Context: an optimization exercise on an open-source flow, tuned for a short achievable clock period and few clock cycles. The choices shown serve that exercise and are no tape-out recipe. In this exercise RTL edits were held to simulation tests only and were not proved equivalent to the original.

Setup of try-xenon:
// cpu_top
module cpu_top (
    input  logic        clk,
    input  logic        rst_n,
    input  logic        mode,
    input  logic [3:0]  REG_addr_dbg,
    input  logic        reg_sel_dbg,
    output logic [12:0] imem_addr,
    input  logic [31:0] imem_rdata,
    output logic [12:0] dmem_addr,
    output logic [31:0] dmem_wdata,
    output logic        dmem_wen,
    output logic        dmem_en,
    input  logic [31:0] dmem_rdata,
    output logic [31:0] status_reg,
    output logic [15:0] REG_dbg
);
Size: ~10000 cells after synthesis, about 100000 sq um of cells after synthesis.
clock: 12.0 ns
lec_check: 0
cap_margin: 20
core_margin: 2
core_utilization: 40
slew_margin: 20
synth_hierarchical: 1
standard.sh (not shown) runs the stock make flow with config.mk's settings and CLKGATE_MAP_FILE= SYNTH_SCRIPT=/design/flow/synth_recipe.tcl, a recipe that flattens the netlist after the stock synthesis.
==> flow/flow/run.sh <==
#!/bin/bash
set -euo pipefail
bash standard.sh SETUP_SLACK_MARGIN=6.5 finish > standard.log 2>&1
Per the final summary, try-xenon finished and its layout is clean on timing, DRC and antenna.
Testbench counts of try-xenon, summed over its fixed seeds: cycles 42,690.
Relative to try-xenon, the following input files were edited for try-sierra:
--- a/flow/design.v
+++ b/flow/design.v
@@ -104,15 +104,13 @@
     input  logic        we_e,
     input  logic [3:0]  wa_e,
     input  logic [31:0] wd_e,
     input  logic        we_w,
     input  logic [3:0]  wa_w,
     input  logic [31:0] wd_w,
-    input  logic [3:0]  dbg_addr,
-    input  logic        dbg_sel,
-    output logic [15:0] dbg_data
+    output logic [511:0] regs
 );
     logic [511:0] R;
     assign R[31:0] = 32'd0;
     genvar i;
     generate
         for (i = 1; i < 16; i = i + 1) begin : g_r
@@ -123,13 +121,13 @@
             end
             assign R[i*32 +: 32] = q;
         end
     endgenerate
     assign rs_data = R[rs_addr*32 +: 32];
     assign rt_data = R[rt_addr*32 +: 32];
-    dbg_mux DBG (.regs(R), .addr(dbg_addr), .sel(dbg_sel), .data(dbg_data));
+    assign regs = R;
 endmodule
 module dbg_mux (
     input  logic [511:0] regs,
     input  logic [3:0]   addr,
     input  logic         sel,
     output logic [15:0]  data
@@ -4054,12 +4052,41 @@
 );
     always_ff @(posedge clk or negedge rst_n) begin
         if (!rst_n) flags <= 4'd0;
         else if (en) flags <= nzcv;
     end
 endmodule
+module dbg_regs (
+    input  logic        clk,
+    input  logic        rst_n,
+    input  logic        we_e,
+    input  logic [3:0]  wa_e,
+    input  logic [31:0] wd_e,
+    input  logic        we_w,
+    input  logic [3:0]  wa_w,
+    input  logic [31:0] wd_w,
+    input  logic [3:0]  dbg_addr,
+    input  logic        dbg_sel,
+    output logic [15:0] dbg_data
+);
+    logic [511:0] D;
+    assign D[31:0] = 32'd0;
+    genvar i;
+    generate
+        for (i = 1; i < 16; i = i + 1) begin : g_d
+            logic [31:0] q;
+            always_ff @(posedge clk or negedge rst_n) begin
+                if (!rst_n) q <= 32'd0;
+                else if (we_e && wa_e == i) q <= wd_e;
+                else if (we_w && wa_w == i) q <= wd_w;
+            end
+            assign D[i*32 +: 32] = q;
+        end
+    endgenerate
+    dbg_mux DBG (.regs(D), .addr(dbg_addr), .sel(dbg_sel), .data(dbg_data));
+endmodule
 module datapath_multi (
     input  logic [31:0] word,
     input  logic [31:0] sdata,
     input  logic [1:0]  off,
     input  logic [1:0]  msize,
     output logic [31:0] merged
@@ -4216,12 +4243,17 @@
     logic [31:0] w2_data;
     logic [31:0] rs_val, rt_val, res_e, res_w;
     logic        we_e;
     general_reg RF (
         .clk(clk), .rs_addr(f_rs), .rt_addr(f_rt), .rs_data(rs_val), .rt_data(rt_val),
         .we_e(we_e), .wa_e(e_wd), .wd_e(res_e),
+        .we_w(w_we), .wa_w(w_wd), .wd_w(res_w), .regs()
+    );
+    dbg_regs DRF (
+        .clk(clk), .rst_n(rst_n),
+        .we_e(we_e), .wa_e(e_wd), .wd_e(res_e),
         .we_w(w_we), .wa_w(w_wd), .wd_w(res_w),
         .dbg_addr(REG_addr_dbg), .dbg_sel(reg_sel_dbg), .dbg_data(REG_dbg)
     );
     logic stall, redirect;
     logic [31:0] redir_pc;
     logic e_mv, w2_busy;
Results
- In try-sierra, the maximum vdd drop came out 15% above the value in try-xenon.
- Per the comparison of try-sierra with try-xenon, area added between synthesis and finish has decreased, sequential cell count grew by 48%, number of cells in the design after placement went up by 3361.
- Per the comparison of try-sierra with try-xenon, total length of routed met3 wires picked up an extra about 10%, non-clock buffer count picked up an extra 11%, via count of the first global-routing pass picked up an extra 20587, cell area after synthesis picked up an extra about 25%.
- Of try-sierra and try-xenon, it is try-sierra that has the higher die area.
Testbench counts of try-sierra, summed over its fixed seeds: cycles 42,690.

[what the ideal ports hide]
The flow's constraints put no driver on any port. The routed layouts listed below were extracted and timed again, unchanged, in two steps.
Step 1: set_driving_cell puts a clkbuf_16 on clk and a buf_2 on each other input, an assumption about the parent block.
Step 2 times the ports against the registers' clock, not the clock port: input delays grow and output delays shrink by t, the midpoint of the rising clock arrivals with the driver on.
a / b / c = no drivers / after step 1 / after step 2; a / b = the first two.
run | t, ns | setup WS [ns] | worst setup path after step 2
try-xenon | 0.928 | 5.586 / 5.534 / 5.512 | input to register
try-sierra | 1.009 | 5.600 / 5.525 / 5.430 | input to register
After both steps setup and hold are still met in every run listed. For try-sierra, which loses most, drivers alone change the setup slack by -0.075 ns; drivers and shift together by -0.170 ns.
